This is an optimization exercise on Yosys and OpenROAD, whose aim is small area and a short achievable clock period, not a production implementation. At most, simulation tests tie the RTL to the original design; equivalence was not proved. Power and IR drop assume default switching activity.

## alu64_sync
module alu64_sync(
    input clk,
    input en,
    input MD,
    input [2:0] OP,
    input [63:0] R1,
    input [63:0] R2,
    output reg EQ,
    output reg GT,
    output reg LT,
    output reg OVR,
    output reg [63:0] Q
    );
	reg en_r, MD_r;
	reg [2:0] OP_r;
	reg [63:0] R1_r, H_r;
	wire EQ_w, GT_w, LT_w, OVR_w;
	wire [63:0] Q_w;
	always @(posedge clk)
	begin
		en_r <= en;
		MD_r <= MD;
		OP_r <= OP;
		R1_r <= R1;
		H_r <= {R1[63:6] ^ R2[63:6] ^ {58{MD}}, R2[5:0]};
		EQ <= EQ_w;
		GT <= GT_w;
		LT <= LT_w;
		OVR <= OVR_w;
		Q <= Q_w;
	end
	alu64 u_alu (
		.en(en_r),
		.MD(MD_r),
		.OP(OP_r),
		.a(R1_r),
		.h(H_r),
		.EQ(EQ_w),
		.GT(GT_w),
		.LT(LT_w),
		.OVR(OVR_w),
		.Q(Q_w));
endmodule
Size in the first run: roughly 200 flip-flops, about 200 I/O pins, roughly 16000 um2 of cells after synthesis.
Settings: LEC_CHECK=0, ABC_AREA=1, CAP_MARGIN=20, CORE_MARGIN=2, CORE_UTILIZATION=40, SLEW_MARGIN=20; clock period 4.0 ns.
run.sh (not shown) runs the stock make flow with config.mk's settings and CLKGATE_MAP_FILE= SYNTH_SCRIPT=/design/flow/synth_recipe.tcl, a recipe that flattens the netlist after the stock synthesis.
The first run ran to the end with no violations.
Edit:
--- a/flow/config.mk
+++ b/flow/config.mk
@@ -10,3 +10,4 @@
 export CORE_MARGIN = 2
 export CORE_UTILIZATION = 40
+export SETUP_SLACK_MARGIN = 1.5
 export SLEW_MARGIN = 20
Result: Worst hold slack gets worse by 5.4 ps; routed wire length grows by 10%; synthesized area does not change; worst setup slack gets better by 810 ps; total power grows by 9.6%; flip-flop and latch count does not change; clock power hardly moves; critical path depth grows by 1; final cell count grows by 3.6%; via count grows by 6.3%.
Function was not checked in any run of this note: the RTL went through the layout flow alone.

========
alu64_sync, a different RTL version from the one above (not shown whole).
For scale: ~2,800 cells after synthesis, roughly 200 I/O pins.
export LEC_CHECK = 0
export ABC_AREA = 1
export CAP_MARGIN = 20
export CORE_MARGIN = 2
export CORE_UTILIZATION = 50
export CTS_BUF_LIST = sky130_fd_sc_hd__clkbuf_8
export SETUP_SLACK_MARGIN = 1.7
export SLEW_MARGIN = 20
create_clock -name core_clock -period 4.0 [get_ports {clk}]
standard.sh (not shown) runs the stock make flow with config.mk's settings and CLKGATE_MAP_FILE= SYNTH_SCRIPT=/design/flow/synth_recipe.tcl, a recipe that flattens the netlist after the stock synthesis.
==> flow/flow/run.sh <==
#!/bin/bash
# Standard ORFS layout (the standard.sh), with the port buffers made from the
# smallest buffer cell instead of the one buffer_ports picks by default.
set -euo pipefail
bash standard.sh BUFFER_PORTS_ARGS="-buffer_cell sky130_fd_sc_hd__buf_1" finish > standard.log 2>&1
The first run finished clean.
Then changed:
--- a/flow/config.mk
+++ b/flow/config.mk
@@ -9,6 +9,6 @@
 export CAP_MARGIN = 20
 export CORE_MARGIN = 2
-export CORE_UTILIZATION = 50
-export CTS_BUF_LIST = sky130_fd_sc_hd__clkbuf_8
-export SETUP_SLACK_MARGIN = 1.7
+export CORE_UTILIZATION = 40
+export CTS_BUF_LIST = sky130_fd_sc_hd__clkbuf_4 sky130_fd_sc_hd__clkbuf_8
+export SETUP_SLACK_MARGIN = 1.5
 export SLEW_MARGIN = 20
The changed run went through all stages and came out clean.
Via count is lower by about 2.4%.
Utilization falls by 13 points.
Non-clock buffer count decreases by 13.
Count of clock-buffer cells in the layout is unchanged.
Synthesized cell count is unchanged.
Register-to-register slack gets worse by 0.12 ns.
Worst setup slack loses 0.15 ns.
Then changed:
--- a/flow/config.mk
+++ b/flow/config.mk
@@ -9,6 +9,6 @@
 export CAP_MARGIN = 20
 export CORE_MARGIN = 2
-export CORE_UTILIZATION = 40
+export CORE_UTILIZATION = 50
 export CTS_BUF_LIST = sky130_fd_sc_hd__clkbuf_4 sky130_fd_sc_hd__clkbuf_8
-export SETUP_SLACK_MARGIN = 1.5
+export SETUP_SLACK_MARGIN = 1.7
 export SLEW_MARGIN = 20
Global-route usage grows by 6.8 points. Wire length shrinks by 3.4%. Setup slack is better by 0.15 ns. Clock skew stays flat. Fmax grows by 6.8%. Sequential power shrinks by about 2%. Clock-buffer cell count stays the same. Synthesized area stays the same. First-iteration DRC count grows by 18%.
Then changed:
--- a/flow/config.mk
+++ b/flow/config.mk
@@ -11,4 +11,4 @@
 export CORE_UTILIZATION = 50
 export CTS_BUF_LIST = sky130_fd_sc_hd__clkbuf_4 sky130_fd_sc_hd__clkbuf_8
-export SETUP_SLACK_MARGIN = 1.7
+export SETUP_SLACK_MARGIN = 1.9
 export SLEW_MARGIN = 20
Clock skew stays flat.
Area after synthesis is unchanged.
Power increases by 9.9%.
Utilization increases by 6.7 points.
Setup slack improved by 0.10 ns.
Hold slack improved by 0.051 ns.
Final area increases by 11%.
Combinational power increases by 17%.
Then changed:
--- a/flow/config.mk
+++ b/flow/config.mk
@@ -11,4 +11,4 @@
 export CORE_UTILIZATION = 50
 export CTS_BUF_LIST = sky130_fd_sc_hd__clkbuf_4 sky130_fd_sc_hd__clkbuf_8
-export SETUP_SLACK_MARGIN = 1.9
+export SETUP_SLACK_MARGIN = 1.5
 export SLEW_MARGIN = 20
The changed run finished clean.
Final cell count goes down by 1.9%.
Critical path depth goes up by 5.
Final area goes down by about 13%.
Then changed:
--- a/flow/config.mk
+++ b/flow/config.mk
@@ -7,8 +7,8 @@
 export LEC_CHECK = 0
 export ABC_AREA = 1
-export CAP_MARGIN = 20
+export CAP_MARGIN = 5
 export CORE_MARGIN = 2
 export CORE_UTILIZATION = 50
 export CTS_BUF_LIST = sky130_fd_sc_hd__clkbuf_4 sky130_fd_sc_hd__clkbuf_8
-export SETUP_SLACK_MARGIN = 1.5
-export SLEW_MARGIN = 20
+export SETUP_SLACK_MARGIN = 1.7
+export SLEW_MARGIN = 5
- worst setup slack is better by 0.18 ns
- design area climbs by a few percent
- area after synthesis is unchanged
- total power goes up by a few percent
- via count is lower slightly
- count of clock-buffer cells in the layout is higher by 1

-- afterwards: timing with drivers on the ports --
Ports are ideal in the flow. The routed layouts listed here were re-timed in OpenROAD. Step 1 sets driving cells, clkbuf_16 on the clock port and buf_2 on the other inputs (assumed; they add their load-dependent delay and slew). Step 2 times the ports against the registers' clock, not the clock port: input delays grow and output delays shrink by t, the midpoint of the rising clock arrivals with the driver on. a / b / c = ideal / step 1 / step 2; a / b = the first two.
run	t, ns	setup WS [ns]	worst slew at a driven data input, ns	pins driven straight from the clock port
the first run of note 1	0.606	0.399 / 0.399 / 0.399	0.07	1
the second run of note 1	0.607	1.204 / 1.204 / 1.204	0.07	1
the first run of note 2	0.510	1.729 / 1.729 / 1.257	0.06	1
the second run of note 2	0.552	1.575 / 1.604 / 1.051	0.06	1
the third run of note 2	0.510	1.729 / 1.729 / 1.257	0.06	1
the fourth run of note 2	0.531	1.832 / 1.800 / 1.269	0.13	1
the fifth run of note 2	0.520	1.538 / 1.546 / 1.028	0.09	1
the sixth run of note 2	0.515	1.716 / 1.716 / 1.273	0.06	1
After both steps every run listed still meets setup and hold. The setup slack of the fourth run of note 2, which loses most, moves by -0.032 ns with the drivers and by -0.563 ns with both steps.
